Background: an optimization exercise with open tools, aiming at small area and a short achievable clock period. Do not read the settings as production practice. In this exercise RTL edits were held to simulation tests only and were not proved equivalent to the original.

==> zinc: inputs <==
// fft
module fft(
	input wire			clk,
	input wire			rst_n,
	input wire[16:0]	data_i0_R,
	input wire[16:0]	data_i0_I,
	input wire[16:0]	data_i1_R,
	input wire[16:0]	data_i1_I,
	output reg[16:0]	data_o0_R,
	output reg[16:0]	data_o0_I,
	output reg[16:0]	data_o1_R,
	output reg[16:0]	data_o1_I
);
==> flow/config.mk <==
export PLATFORM = sky130hd
export DESIGN_NAME = fft
export DESIGN_NICKNAME = fft
export VERILOG_FILES = /design/flow/design.v
export SDC_FILE = /design/flow/constraint.sdc
export NUM_CORES = 8
export LEC_CHECK = 0
export CAP_MARGIN = 20
export CORE_MARGIN = 2
export CORE_UTILIZATION = 50
export CTS_CLUSTER_DIAMETER = 100
export CTS_CLUSTER_SIZE = 20
export SETUP_SLACK_MARGIN = 3.3
export SLEW_MARGIN = 20
==> flow/constraint.sdc <==
create_clock -name core_clock -period 7.5 [get_ports {clk}]
set_input_delay 1.5000 -clock core_clock [delete_from_list [all_inputs] [get_ports {clk}]]
set_output_delay 1.5000 -clock core_clock [all_outputs]
set_load 0.01 [all_outputs]
run.sh (not shown) runs the stock make flow with config.mk's settings and CLKGATE_MAP_FILE= SYNTH_SCRIPT=/design/flow/synth_recipe.tcl, a recipe that flattens the netlist after the stock synthesis.
==> fjord (differences from zinc) <==
--- a/flow/design.v
+++ b/flow/design.v
@@ -495,17 +495,14 @@
     HV_1_I <= ({17{s_HV_1_I_0}} & plusQ1_I) | ({17{s_HV_1_I_1}} & M0_1_I) | ({17{s_HV_1_I_2}} & plusP1_I) | ({17{s_HV_1_I_3}} & R1_1_I) | ({17{s_HV_1_I_4}} & HV_1_I);
     M0_1_I <= minusQ1_I; M1_1_I <= M0_1_I; M2_1_I <= M1_1_I; M3_1_I <= M2_1_I;
     QT_1_x0 <= ({17{s_QT_1_x0_0}} & h1trbs39) | ({17{s_QT_1_x0_1}} & h1tibs43) | ({17{s_QT_1_x0_2}} & utrbs55) | ({17{s_QT_1_x0_3}} & utibs71);
     QT_1_x1 <= ({17{s_QT_1_x1_0}} & minusP1_I) | ({17{s_QT_1_x1_1}} & R1_1_I) | ({17{s_QT_1_x1_2}} & {h1trbm40[15:0], 1'b0}) | ({17{s_QT_1_x1_3}} & {h1tibm44[15:0], 1'b0}) | ({17{s_QT_1_x1_4}} & {utrbm56[15:0], 1'b0}) | ({17{s_QT_1_x1_5}} & {utibm72[15:0], 1'b0});
     QT_1_y0 <= ({17{s_QT_1_y0_0}} & h1tibs43) | ({17{s_QT_1_y0_1}} & (~h1trbs39)) | ({17{s_QT_1_y0_2}} & utibs71) | ({17{s_QT_1_y0_3}} & (~utrbs55)) | ({17{s_QT_1_y0_4}} & 17'h1ffff);
     QT_1_y1 <= ({17{s_QT_1_y1_0}} & (~minusP1_R)) | ({17{s_QT_1_y1_1}} & (~R1_1_R)) | ({17{s_QT_1_y1_2}} & {h1tibm44[15:0], 1'b0}) | ({17{s_QT_1_y1_3}} & (~{h1trbm40[15:0], 1'b0})) | ({17{s_QT_1_y1_4}} & {utibm72[15:0], 1'b0}) | ({17{s_QT_1_y1_5}} & (~{utrbm56[15:0], 1'b0}));
   end
-  always @(posedge clk or negedge rst_n)
-    if (!rst_n) begin
-      data_o0_R <= 17'd0; data_o0_I <= 17'd0; data_o1_R <= 17'd0; data_o1_I <= 17'd0;
-    end else begin
-      data_o0_R <= ({17{oplus[0]}} & plusQ0_R) | ({17{ominus[0]}} & M3_0_R);
-      data_o0_I <= ({17{oplus[1]}} & plusQ0_I) | ({17{ominus[1]}} & M3_0_I);
-      data_o1_R <= ({17{oplus[2]}} & plusQ1_R) | ({17{ominus[2]}} & M3_1_R);
-      data_o1_I <= ({17{oplus[3]}} & plusQ1_I) | ({17{ominus[3]}} & M3_1_I);
-    end
+  always @(posedge clk) begin
+    data_o0_R <= ({17{oplus[0]}} & plusQ0_R) | ({17{ominus[0]}} & M3_0_R);
+    data_o0_I <= ({17{oplus[1]}} & plusQ0_I) | ({17{ominus[1]}} & M3_0_I);
+    data_o1_R <= ({17{oplus[2]}} & plusQ1_R) | ({17{ominus[2]}} & M3_1_R);
+    data_o1_I <= ({17{oplus[3]}} & plusQ1_I) | ({17{ominus[3]}} & M3_1_I);
+  end
 endmodule
--- a/flow/config.mk
+++ b/flow/config.mk
@@ -6,9 +6,9 @@
 export NUM_CORES = 8
 export LEC_CHECK = 0
 export CAP_MARGIN = 20
 export CORE_MARGIN = 2
 export CORE_UTILIZATION = 50
 export CTS_CLUSTER_DIAMETER = 100
 export CTS_CLUSTER_SIZE = 20
-export SETUP_SLACK_MARGIN = 3.3
+export SETUP_SLACK_MARGIN = 3.5
 export SLEW_MARGIN = 20
==> violet (differences from zinc) <==
==> flow/config.mk (replaced) <==
export PLATFORM = sky130hd
export DESIGN_NAME = fft
export DESIGN_NICKNAME = fft
export VERILOG_FILES = /design/flow/design.v
export SDC_FILE = /design/flow/constraint.sdc
export NUM_CORES = 8
export LEC_CHECK = 0
export CAP_MARGIN = 20
export CORE_MARGIN = 2
export CORE_UTILIZATION = 55
export CTS_CLUSTER_DIAMETER = 100
export CTS_CLUSTER_SIZE = 20
export SETUP_SLACK_MARGIN = 3.6
export SLEW_MARGIN = 20
==> indigo (differences from zinc) <==
--- a/flow/design.v
+++ b/flow/design.v
@@ -271,53 +271,59 @@
   wire [17:0] sumP0_I = {PU_0_I, 1'b1} + {vP0_I, s_mP0};
   wire [17:0] difP0_I = {PU_0_I, 1'b1} + {~vP0_I, ~s_mP0};
   wire [16:0] plusP0_I = sumP0_I[17:1];
   wire [16:0] minusP0_I = difP0_I[17:1];
   wire mQc0 = s_mQ0;
   wire [16:0] nQU_0_R = ~QU_0_R;
   wire [16:0] nQU_0_I = ~QU_0_I;
+  wire [16:0] nQTx0_0 = ~QT_0_x0, nQTx1_0 = ~QT_0_x1, nQTy0_0 = ~QT_0_y0, nQTy1_0 = ~QT_0_y1;
+  wire nmQc0 = ~mQc0;
   wire [16:0] q0prs73 = QU_0_R ^ QT_0_x0 ^ QT_0_x1;
   wire [16:0] q0prm74 = ((QU_0_R & QT_0_x0) | (QU_0_R & QT_0_x1) | (QT_0_x0 & QT_0_x1));
-  wire [16:0] q0mrs75 = nQU_0_R ^ QT_0_x0 ^ QT_0_x1;
-  wire [16:0] q0mrm76 = ((nQU_0_R & QT_0_x0) | (nQU_0_R & QT_0_x1) | (QT_0_x0 & QT_0_x1));
+  wire [16:0] q0mrs75 = QU_0_R ^ nQTx0_0 ^ nQTx1_0;
+  wire [16:0] q0mrm76 = ((QU_0_R & nQTx0_0) | (QU_0_R & nQTx1_0) | (nQTx0_0 & nQTx1_0));
   wire [16:0] q0pis77 = QU_0_I ^ QT_0_y0 ^ QT_0_y1;
   wire [16:0] q0pim78 = ((QU_0_I & QT_0_y0) | (QU_0_I & QT_0_y1) | (QT_0_y0 & QT_0_y1));
-  wire [16:0] q0mis79 = nQU_0_I ^ QT_0_y0 ^ QT_0_y1;
-  wire [16:0] q0mim80 = ((nQU_0_I & QT_0_y0) | (nQU_0_I & QT_0_y1) | (QT_0_y0 & QT_0_y1));
+  wire [16:0] q0mis79 = QU_0_I ^ nQTy0_0 ^ nQTy1_0;
+  wire [16:0] q0mim80 = ((QU_0_I & nQTy0_0) | (QU_0_I & nQTy1_0) | (nQTy0_0 & nQTy1_0));
   wire [16:0] plusQ0_R = q0prs73 + {q0prm74[15:0], 1'b0};
-  wire [16:0] minusQ0_R = ~(q0mrs75 + {q0mrm76[15:0], 1'b0});
+  wire [17:0] msumR0 = {q0mrs75, 1'b1} + {{q0mrm76[15:0], 1'b1}, 1'b1};
+  wire [16:0] minusQ0_R = msumR0[17:1];
   wire [17:0] ysum0_p = {q0pis77, 1'b1} + {{q0pim78[15:0], mQc0}, mQc0};
-  wire [17:0] ysum0_m = {q0mis79, 1'b1} + {{q0mim80[15:0], mQc0}, mQc0};
+  wire [17:0] ysum0_m = {q0mis79, 1'b1} + {{q0mim80[15:0], nmQc0}, nmQc0};
   wire [16:0] plusQ0_I = ysum0_p[17:1];
-  wire [16:0] minusQ0_I = ~ysum0_m[17:1];
+  wire [16:0] minusQ0_I = ysum0_m[17:1];
   wire [16:0] vP1_R = s_Ppin1 ? data_i1_R : PV_1_R;
   wire [16:0] vP1_I = s_Ppin1 ? data_i1_I : PV_1_I;
   wire [16:0] plusP1_R = PU_1_R + vP1_R;
   wire [16:0] minusP1_R = PU_1_R - vP1_R;
   wire [17:0] sumP1_I = {PU_1_I, 1'b1} + {vP1_I, s_mP1};
   wire [17:0] difP1_I = {PU_1_I, 1'b1} + {~vP1_I, ~s_mP1};
   wire [16:0] plusP1_I = sumP1_I[17:1];
   wire [16:0] minusP1_I = difP1_I[17:1];
   wire mQc1 = s_mQ1;
   wire [16:0] nQU_1_R = ~QU_1_R;
   wire [16:0] nQU_1_I = ~QU_1_I;
+  wire [16:0] nQTx0_1 = ~QT_1_x0, nQTx1_1 = ~QT_1_x1, nQTy0_1 = ~QT_1_y0, nQTy1_1 = ~QT_1_y1;
+  wire nmQc1 = ~mQc1;
   wire [16:0] q1prs81 = QU_1_R ^ QT_1_x0 ^ QT_1_x1;
   wire [16:0] q1prm82 = ((QU_1_R & QT_1_x0) | (QU_1_R & QT_1_x1) | (QT_1_x0 & QT_1_x1));
-  wire [16:0] q1mrs83 = nQU_1_R ^ QT_1_x0 ^ QT_1_x1;
-  wire [16:0] q1mrm84 = ((nQU_1_R & QT_1_x0) | (nQU_1_R & QT_1_x1) | (QT_1_x0 & QT_1_x1));
+  wire [16:0] q1mrs83 = QU_1_R ^ nQTx0_1 ^ nQTx1_1;
+  wire [16:0] q1mrm84 = ((QU_1_R & nQTx0_1) | (QU_1_R & nQTx1_1) | (nQTx0_1 & nQTx1_1));
   wire [16:0] q1pis85 = QU_1_I ^ QT_1_y0 ^ QT_1_y1;
   wire [16:0] q1pim86 = ((QU_1_I & QT_1_y0) | (QU_1_I & QT_1_y1) | (QT_1_y0 & QT_1_y1));
-  wire [16:0] q1mis87 = nQU_1_I ^ QT_1_y0 ^ QT_1_y1;
-  wire [16:0] q1mim88 = ((nQU_1_I & QT_1_y0) | (nQU_1_I & QT_1_y1) | (QT_1_y0 & QT_1_y1));
+  wire [16:0] q1mis87 = QU_1_I ^ nQTy0_1 ^ nQTy1_1;
+  wire [16:0] q1mim88 = ((QU_1_I & nQTy0_1) | (QU_1_I & nQTy1_1) | (nQTy0_1 & nQTy1_1));
   wire [16:0] plusQ1_R = q1prs81 + {q1prm82[15:0], 1'b0};
-  wire [16:0] minusQ1_R = ~(q1mrs83 + {q1mrm84[15:0], 1'b0});
+  wire [17:0] msumR1 = {q1mrs83, 1'b1} + {{q1mrm84[15:0], 1'b1}, 1'b1};
+  wire [16:0] minusQ1_R = msumR1[17:1];
   wire [17:0] ysum1_p = {q1pis85, 1'b1} + {{q1pim86[15:0], mQc1}, mQc1};
-  wire [17:0] ysum1_m = {q1mis87, 1'b1} + {{q1mim88[15:0], mQc1}, mQc1};
+  wire [17:0] ysum1_m = {q1mis87, 1'b1} + {{q1mim88[15:0], nmQc1}, nmQc1};
   wire [16:0] plusQ1_I = ysum1_p[17:1];
-  wire [16:0] minusQ1_I = ~ysum1_m[17:1];
+  wire [16:0] minusQ1_I = ysum1_m[17:1];
   always @(posedge clk) begin
     s_w3a <= (pn == 3'd4) | (pn == 3'd6);
     s_w3b <= (pn == 3'd4) | (pn == 3'd6);
     s_Ppin0 <= (pn == 3'd4) | (pn == 3'd5) | (pn == 3'd6) | (pn == 3'd7);
     s_mP0 <= (pn == 3'd3);
     s_mQ0 <= (pn == 3'd0) | (pn == 3'd1) | (pn == 3'd3) | (pn == 3'd6) | (pn == 3'd7);
     s_Ppin1 <= (pn == 3'd4) | (pn == 3'd5) | (pn == 3'd6) | (pn == 3'd7);
@@ -495,17 +501,14 @@
     HV_1_I <= ({17{s_HV_1_I_0}} & plusQ1_I) | ({17{s_HV_1_I_1}} & M0_1_I) | ({17{s_HV_1_I_2}} & plusP1_I) | ({17{s_HV_1_I_3}} & R1_1_I) | ({17{s_HV_1_I_4}} & HV_1_I);
     M0_1_I <= minusQ1_I; M1_1_I <= M0_1_I; M2_1_I <= M1_1_I; M3_1_I <= M2_1_I;
     QT_1_x0 <= ({17{s_QT_1_x0_0}} & h1trbs39) | ({17{s_QT_1_x0_1}} & h1tibs43) | ({17{s_QT_1_x0_2}} & utrbs55) | ({17{s_QT_1_x0_3}} & utibs71);
     QT_1_x1 <= ({17{s_QT_1_x1_0}} & minusP1_I) | ({17{s_QT_1_x1_1}} & R1_1_I) | ({17{s_QT_1_x1_2}} & {h1trbm40[15:0], 1'b0}) | ({17{s_QT_1_x1_3}} & {h1tibm44[15:0], 1'b0}) | ({17{s_QT_1_x1_4}} & {utrbm56[15:0], 1'b0}) | ({17{s_QT_1_x1_5}} & {utibm72[15:0], 1'b0});
     QT_1_y0 <= ({17{s_QT_1_y0_0}} & h1tibs43) | ({17{s_QT_1_y0_1}} & (~h1trbs39)) | ({17{s_QT_1_y0_2}} & utibs71) | ({17{s_QT_1_y0_3}} & (~utrbs55)) | ({17{s_QT_1_y0_4}} & 17'h1ffff);
     QT_1_y1 <= ({17{s_QT_1_y1_0}} & (~minusP1_R)) | ({17{s_QT_1_y1_1}} & (~R1_1_R)) | ({17{s_QT_1_y1_2}} & {h1tibm44[15:0], 1'b0}) | ({17{s_QT_1_y1_3}} & (~{h1trbm40[15:0], 1'b0})) | ({17{s_QT_1_y1_4}} & {utibm72[15:0], 1'b0}) | ({17{s_QT_1_y1_5}} & (~{utrbm56[15:0], 1'b0}));
   end
-  always @(posedge clk or negedge rst_n)
-    if (!rst_n) begin
-      data_o0_R <= 17'd0; data_o0_I <= 17'd0; data_o1_R <= 17'd0; data_o1_I <= 17'd0;
-    end else begin
-      data_o0_R <= ({17{oplus[0]}} & plusQ0_R) | ({17{ominus[0]}} & M3_0_R);
-      data_o0_I <= ({17{oplus[1]}} & plusQ0_I) | ({17{ominus[1]}} & M3_0_I);
-      data_o1_R <= ({17{oplus[2]}} & plusQ1_R) | ({17{ominus[2]}} & M3_1_R);
-      data_o1_I <= ({17{oplus[3]}} & plusQ1_I) | ({17{ominus[3]}} & M3_1_I);
-    end
+  always @(posedge clk) begin
+    data_o0_R <= ({17{oplus[0]}} & plusQ0_R) | ({17{ominus[0]}} & M3_0_R);
+    data_o0_I <= ({17{oplus[1]}} & plusQ0_I) | ({17{ominus[1]}} & M3_0_I);
+    data_o1_R <= ({17{oplus[2]}} & plusQ1_R) | ({17{ominus[2]}} & M3_1_R);
+    data_o1_I <= ({17{oplus[3]}} & plusQ1_I) | ({17{ominus[3]}} & M3_1_I);
+  end
 endmodule
--- a/flow/config.mk
+++ b/flow/config.mk
@@ -6,9 +6,9 @@
 export NUM_CORES = 8
 export LEC_CHECK = 0
 export CAP_MARGIN = 20
 export CORE_MARGIN = 2
 export CORE_UTILIZATION = 50
 export CTS_CLUSTER_DIAMETER = 100
 export CTS_CLUSTER_SIZE = 20
-export SETUP_SLACK_MARGIN = 3.3
+export SETUP_SLACK_MARGIN = 3.65
 export SLEW_MARGIN = 20
==> flow_summary.yaml <==
grt:
  globalRouteMet3Util: 0.127
timing:
  fin_ws_ns: 3.38
layout:
  layoutNonFillerInstCount: 8275
routing:
  met2RoutedLength_um: 98400
synthesis:
  synthDominantCellAreaShare: 0.367
  yosys.area_share.xor_xnor: 0.0562
status:
  status: "finished clean"
the above is filed under fjord

==> flow_summary.yaml <==
synthesis:
  yosys.area_share.xor_xnor: 0.0559
  netlist_top_cells_count: "dfxtp_1, inv_1, fa_1"
  synth_compound_gate_area_share: 0.177
timing:
  final.setup_skew_ns: 0.0509
  fin_ws_ns: 3.48
routing:
  met2RoutedLength_um: 98600
critical_path:
  critPathLaunch: "HV_1_I[5]$_DFF_P_"
  worstPathArrival_ns: 4.62
layout:
  layoutNonFillerInstCount: 8235
  most-common-layout-cells: "inv_1, dfxtp_1, fa_1"
status:
  status: "finished clean"
the above is filed under violet

==> flow_summary.yaml <==
synthesis:
  yosys.area_share.xor_xnor: 0.0534
  synthDominantCellAreaShare: 0.366
  post_synth_num_cell_types: 93
status:
  status: "finished clean"
routing:
  met2RoutedLength_um: 98400
  drt_first_iter_violations: 7861
timing:
  fin_ws_ns: 3.52
grt:
  use_met2: 0.505
  globalRouteMet3Util: 0.125
layout:
  nFillCells: 11248
  layoutNonFillerInstCount: 8217
  area_delta_synth_final_pct: 12.1
  n_all_buffers: 373
clocking:
  cts_inserted_buffers: 71
the above is filed under indigo

==> flow_summary.yaml <==
grt:
  globalRouteMet3Util: 0.110
synthesis:
  yosys.area_share.xor_xnor: 0.0559
timing:
  fin_ws_ns: 3.34
  worstMarginPinSlew_ns: 1.24
status:
  status: "finished clean"
layout:
  layoutNonFillerInstCount: 8233
routing:
  met2RoutedLength_um: 97100
the above is filed under zinc

[separate check: timing with driven ports]
No port has a modelled driver above. Below, the same layouts with a new extraction and two added sets of constraints. Step 1 assumes that a clkbuf_16 drives the clock port and a buf_2 every other input. Step 2 moves the port delays by t, midway between the first and last clock arrival at a register: inputs arrive t later, outputs are due t later. That takes back most of the time a late clock gives input paths. Slacks: ideal / step 1 / step 2; pairs: ideal / step 1.
run	shift t [ns]	slack for setup (ns)	worst setup path at the end	latest minus earliest clock arrival (ns)
zinc	0.786	3.335 / 3.335 / 2.695	input to register	0.050 / 0.050
fjord	0.804	3.375 / 3.375 / 2.825	input to register	0.026 / 0.027
violet	0.784	3.485 / 3.485 / 2.878	input to register	0.052 / 0.052
indigo	0.801	3.520 / 3.520 / 2.903	input to register	0.039 / 0.039
After both steps setup and hold are still met in every run listed. The setup slack of zinc, which loses most, moves by 0.000 ns with the drivers and by -0.640 ns with both steps.
